What follows belongs to an exercise in optimizing a design on an open flow for small area; a production flow would make more cautious choices.
Only simulation tests tie the RTL to the original design; equivalence was not proved.
Power and IR drop assume default switching activity.

==> inputs of run a <==
## NEO
module NEO (Enable, Load, clk, rst, Full, Data_out, Data_in, write_en);
  input Enable, Load, clk, Full, rst;
  input signed [15:0] Data_in;
  output signed [31:0] Data_out;
  output write_en;
  reg state;
  wire start = state & ~Full;
  assign write_en = start & Load;
  always @(posedge clk or posedge rst)
    if (rst) state <= 1'b0;
    else if (state) state <= ~Full;
    else state <= Enable;
  reg signed [15:0] PP, Prev, Current, Ahead;
  wire [31:0] psi;
  always @(posedge clk)
    if (rst) begin
      PP <= 0; Prev <= 0; Current <= 0; Ahead <= 0;
    end else if (start) begin
      PP <= Prev; Prev <= Current; Current <= Ahead; Ahead <= Data_in;
    end
  assign Data_out = psi;
  wire n0 = Prev[1] & ~Prev[0];
  wire n1 = Prev[2] ^ Prev[1];
  wire n2 = (Prev[3] & ~Prev[2] & ~Prev[1]) | (~Prev[3] & Prev[2] & Prev[1]);
  wire n3 = ~(~Prev[3] & (Prev[2] | Prev[1]));
  wire n4 = ~(Prev[0] ^ n3);
  wire n5 = ~(Prev[1] ^ n3);
  wire n6 = ~n3;
  wire n7 = Prev[4] ^ Prev[3];
  wire n8 = (Prev[5] & ~Prev[4] & ~Prev[3]) | (~Prev[5] & Prev[4] & Prev[3]);
  wire n9 = ~(~Prev[5] & (Prev[4] | Prev[3]));
  wire n10 = ~(Prev[0] ^ n9);
  wire n11 = ~(Prev[1] ^ n9);
  wire n12 = ~(Prev[2] ^ n9);
  wire n13 = ~(Prev[3] ^ n9);
  wire n14 = ~n9;
  wire n15 = Prev[6] ^ Prev[5];
  wire n16 = (Prev[7] & ~Prev[6] & ~Prev[5]) | (~Prev[7] & Prev[6] & Prev[5]);
  wire n17 = ~(~Prev[7] & (Prev[6] | Prev[5]));
  wire n18 = ~(Prev[0] ^ n17);
  wire n19 = ~(Prev[1] ^ n17);
  wire n20 = ~(Prev[2] ^ n17);
  ...
export LEC_CHECK = 0
export CAP_MARGIN = 20
export CORE_MARGIN = 2
export CORE_UTILIZATION = 40
export SLEW_MARGIN = 20
export SYNTH_HIERARCHICAL = 1
create_clock -name core_clock -period 9.0 [get_ports {clk}]
standard.sh (not shown) runs the stock make flow with config.mk's settings and CLKGATE_MAP_FILE= SYNTH_SCRIPT=/design/flow/synth_recipe.tcl, a recipe that flattens the netlist after the stock synthesis.
==> flow/flow/run.sh <==
#!/bin/bash
# Own layout flow: the standard ORFS flow (standard.sh, unchanged
# synthesis), with these changes to the layout steps:
#  - port buffers use the smallest buffer cell (every port still gets one);
#  - ABC's buffers are removed at floorplan and global placement is not
#    timing driven (no gain-based rebuffering; timing repair still runs);
#  - clock tree built from small clock buffers, without dummy loads.
# Each step's output goes to its own log here; ORFS's own logs are under orfs/logs.
set -euo pipefail
export BUFFER_PORTS_ARGS="-buffer_cell sky130_fd_sc_hd__buf_1"
export REMOVE_ABC_BUFFERS=1
export GPL_TIMING_DRIVEN=0
export SKIP_INCREMENTAL_REPAIR=1
export SETUP_SLACK_MARGIN=0.2
export CTS_ARGS="-sink_clustering_enable -repair_clock_nets -dont_use_dummy_load -buf_list sky130_fd_sc_hd__clkbuf_4 -root_buf sky130_fd_sc_hd__clkbuf_8"
bash standard.sh synth > synth.log 2>&1
bash standard.sh finish > layout.log 2>&1
==> inputs of run b, as changes to run a <==
==> flow/flow/run.sh (replaced) <==
#!/bin/bash
# Own layout flow: the standard ORFS flow (standard.sh, unchanged
# synthesis), with these changes to the layout steps:
#  - port buffers use the smallest buffer cell (every port still gets one);
#  - ABC's buffers are removed at floorplan and global placement is not
#    timing driven (no gain-based rebuffering; timing repair still runs);
#  - clock tree built from small clock buffers, without dummy loads;
#  - no repair after global routing (its parasitic estimate is pessimistic);
#    instead the post-CTS timing repair aims 0.1 ns above zero slack.
# Each step's output goes to its own log here; ORFS's own logs are under orfs/logs.
set -euo pipefail
export BUFFER_PORTS_ARGS="-buffer_cell sky130_fd_sc_hd__buf_1"
export REMOVE_ABC_BUFFERS=1
export GPL_TIMING_DRIVEN=0
export SKIP_INCREMENTAL_REPAIR=1
export SETUP_SLACK_MARGIN=0.1
export CTS_ARGS="-sink_clustering_enable -repair_clock_nets -dont_use_dummy_load -buf_list sky130_fd_sc_hd__clkbuf_4 -root_buf sky130_fd_sc_hd__clkbuf_8"
bash standard.sh synth > synth.log 2>&1
bash standard.sh finish > layout.log 2>&1
CORE_UTILIZATION = 60   (was 40)
PLACE_DENSITY = 0.75   (was default)
==> inputs of run c, as changes to run a <==
--- a/flow/design.v
+++ b/flow/design.v
@@ -9,18 +9,22 @@
   always @(posedge clk or posedge rst)
     if (rst) state <= 1'b0;
     else if (state) state <= ~Full;
     else state <= Enable;
   reg signed [15:0] PP, Prev, Current, Ahead;
   wire [31:0] psi;
-  always @(posedge clk)
-    if (rst) begin
-      PP <= 0; Prev <= 0; Current <= 0; Ahead <= 0;
-    end else if (start) begin
-      PP <= Prev; Prev <= Current; Current <= Ahead; Ahead <= Data_in;
-    end
+  wire ld = start & ~rst;
+  wire hold = ~start & ~rst;
+  wire [15:0] ldv = {16{ld}};
+  wire [15:0] holdv = {16{hold}};
+  always @(posedge clk) begin
+    PP <= (ldv & Prev) | (holdv & PP);
+    Prev <= (ldv & Current) | (holdv & Prev);
+    Current <= (ldv & Ahead) | (holdv & Current);
+    Ahead <= (ldv & Data_in) | (holdv & Ahead);
+  end
   assign Data_out = psi;
   wire n0 = Prev[1] & ~Prev[0];
   wire n1 = Prev[2] ^ Prev[1];
   wire n2 = (Prev[3] & ~Prev[2] & ~Prev[1]) | (~Prev[3] & Prev[2] & Prev[1]);
   wire n3 = ~(~Prev[3] & (Prev[2] | Prev[1]));
   wire n4 = ~(Prev[0] ^ n3);
==> flow/flow/run.sh (replaced) <==
#!/bin/bash
# Own layout flow: the standard ORFS flow (standard.sh, unchanged
# synthesis), with these changes to the layout steps:
#  - port buffers use the smallest buffer cell (every port still gets one);
#  - ABC's buffers are removed at floorplan and global placement is not
#    timing driven (no gain-based rebuffering; timing repair still runs);
#  - clock tree built from small clock buffers, without dummy loads;
#  - no repair after global routing (its parasitic estimate is pessimistic);
#    instead the post-CTS timing repair aims 0.1 ns above zero slack.
# Each step's output goes to its own log here; ORFS's own logs are under orfs/logs.
set -euo pipefail
export BUFFER_PORTS_ARGS="-buffer_cell sky130_fd_sc_hd__buf_1"
export REMOVE_ABC_BUFFERS=1
export GPL_TIMING_DRIVEN=0
export SKIP_INCREMENTAL_REPAIR=1
export SETUP_SLACK_MARGIN=0.1
export CTS_ARGS="-sink_clustering_enable -repair_clock_nets -dont_use_dummy_load -buf_list sky130_fd_sc_hd__clkbuf_4 -root_buf sky130_fd_sc_hd__clkbuf_8"
bash standard.sh synth > synth.log 2>&1
bash standard.sh finish > layout.log 2>&1
==> inputs of run d, as changes to run a <==
--- a/flow/flow/run.sh
+++ b/flow/flow/run.sh
@@ -8,10 +8,10 @@
 # Each step's output goes to its own log here; ORFS's own logs are under orfs/logs.
 set -euo pipefail
 export BUFFER_PORTS_ARGS="-buffer_cell sky130_fd_sc_hd__buf_1"
 export REMOVE_ABC_BUFFERS=1
 export GPL_TIMING_DRIVEN=0
 export SKIP_INCREMENTAL_REPAIR=1
-export SETUP_SLACK_MARGIN=0.2
+export SETUP_SLACK_MARGIN=0.1
 export CTS_ARGS="-sink_clustering_enable -repair_clock_nets -dont_use_dummy_load -buf_list sky130_fd_sc_hd__clkbuf_4 -root_buf sky130_fd_sc_hd__clkbuf_8"
 bash standard.sh synth > synth.log 2>&1
 bash standard.sh finish > layout.log 2>&1
==> summary of the runs <==
Of run b and run c, run c has the higher maximum frequency (gap about 1.2%, measured against run c). Core utilization, highest first: run b, run c, run a, run d. In flip-flop and latch count, run d and run a do not differ. In run b the power is lower than in run a, by about 0.27%. Non-clock buffer count is the same in run d and run b. In register-to-register slack, run a and run d hardly differ. Against run a, the worst hold slack of run c is higher by 1.7 ps. Clock skew: run c > run b > run d > run a.
==> figures <==
|  | run d | run a | run b | run c |
|---|---|---|---|---|
| Power of the clock network | 0.000185 W | 0.000186 W | 0.000186 W | 0.000180 W |
| Met3 usage | 2.468% | 2.468% | 3.532% | 2.149% |
| Post-CTS resize count | 14 | 20 | 15 | 16 |
| Mapped cell area | 0.01173 mm^2 | 0.01173 mm^2 | 0.01173 mm^2 | 0.01154 mm^2 |
| Cell count after synthesis | 1280 | 1280 | 1280 | 1175 |
| Register area share after synthesis | 11.13% | 11.13% | 11.13% | 11.32% |
| Share of final layout cell area taken by non-clock buffers | 2.087% | 2.095% | 2.112% | 2.503% |
| Total combinational power | 0.000452 W | 0.000453 W | 0.000451 W | 0.000455 W |
| Max FO, Critical Path | 7 | 7 | 7 | 15 |
| Synth cell types | 49 | 49 | 49 | 54 |
| Total GRT Usage | 19.21% | 19.23% | 28.25% | 19.42% |
| Final core utilization | 41.24% | 41.29% | 60.66% | 41.50% |
| Post-synthesis share of cell area spent on and, or, nand and nor gates | 9.192% | 9.192% | 9.192% | 5.824% |
| Outcome | complete, no violations | complete, no violations | complete, no violations | complete, no violations |
| Post-Place Cell Area | 0.01169 mm^2 | 0.01169 mm^2 | 0.01154 mm^2 | 0.01166 mm^2 |
| Standard cell with the maximum stage delay on the critical path | sky130_fd_sc_hd__fa_1 | sky130_fd_sc_hd__fa_1 | sky130_fd_sc_hd__fa_1 | sky130_fd_sc_hd__dfxtp_1 |
| Final non-filler cell area | 0.01187 mm^2 | 0.01188 mm^2 | 0.01173 mm^2 | 0.01185 mm^2 |

-- static timing again, ports no longer ideal --
How much do the figures lean on ideal ports? The routed layouts below were timed once more, with nothing changed but the port constraints.
Step 1: set_driving_cell puts a clkbuf_16 on clk and a buf_2 on each other input, an assumption about the parent block.
Step 2 times the ports against the registers' clock, not the clock port: input delays grow and output delays shrink by t, the midpoint of the rising clock arrivals with the driver on.
Slacks: no drivers / after step 1 / after step 2; pairs: no drivers / after step 1.
run	shift t [ns]	setup slack, ns	clock arrival spread, ns	worst register clock-pin slew, ns	pins driven straight from the clock port
run a	0.370	0.244 / 0.211 / 0.582	0.021 / 0.021	0.07 / 0.07	1
run b	0.374	0.155 / 0.124 / 0.498	0.027 / 0.028	0.08 / 0.08	1
run c	0.359	0.262 / 0.225 / 0.584	0.026 / 0.026	0.08 / 0.08	1
run d	0.369	0.211 / 0.178 / 0.547	0.025 / 0.026	0.07 / 0.07	1
After both steps setup and hold are still met in every run listed.
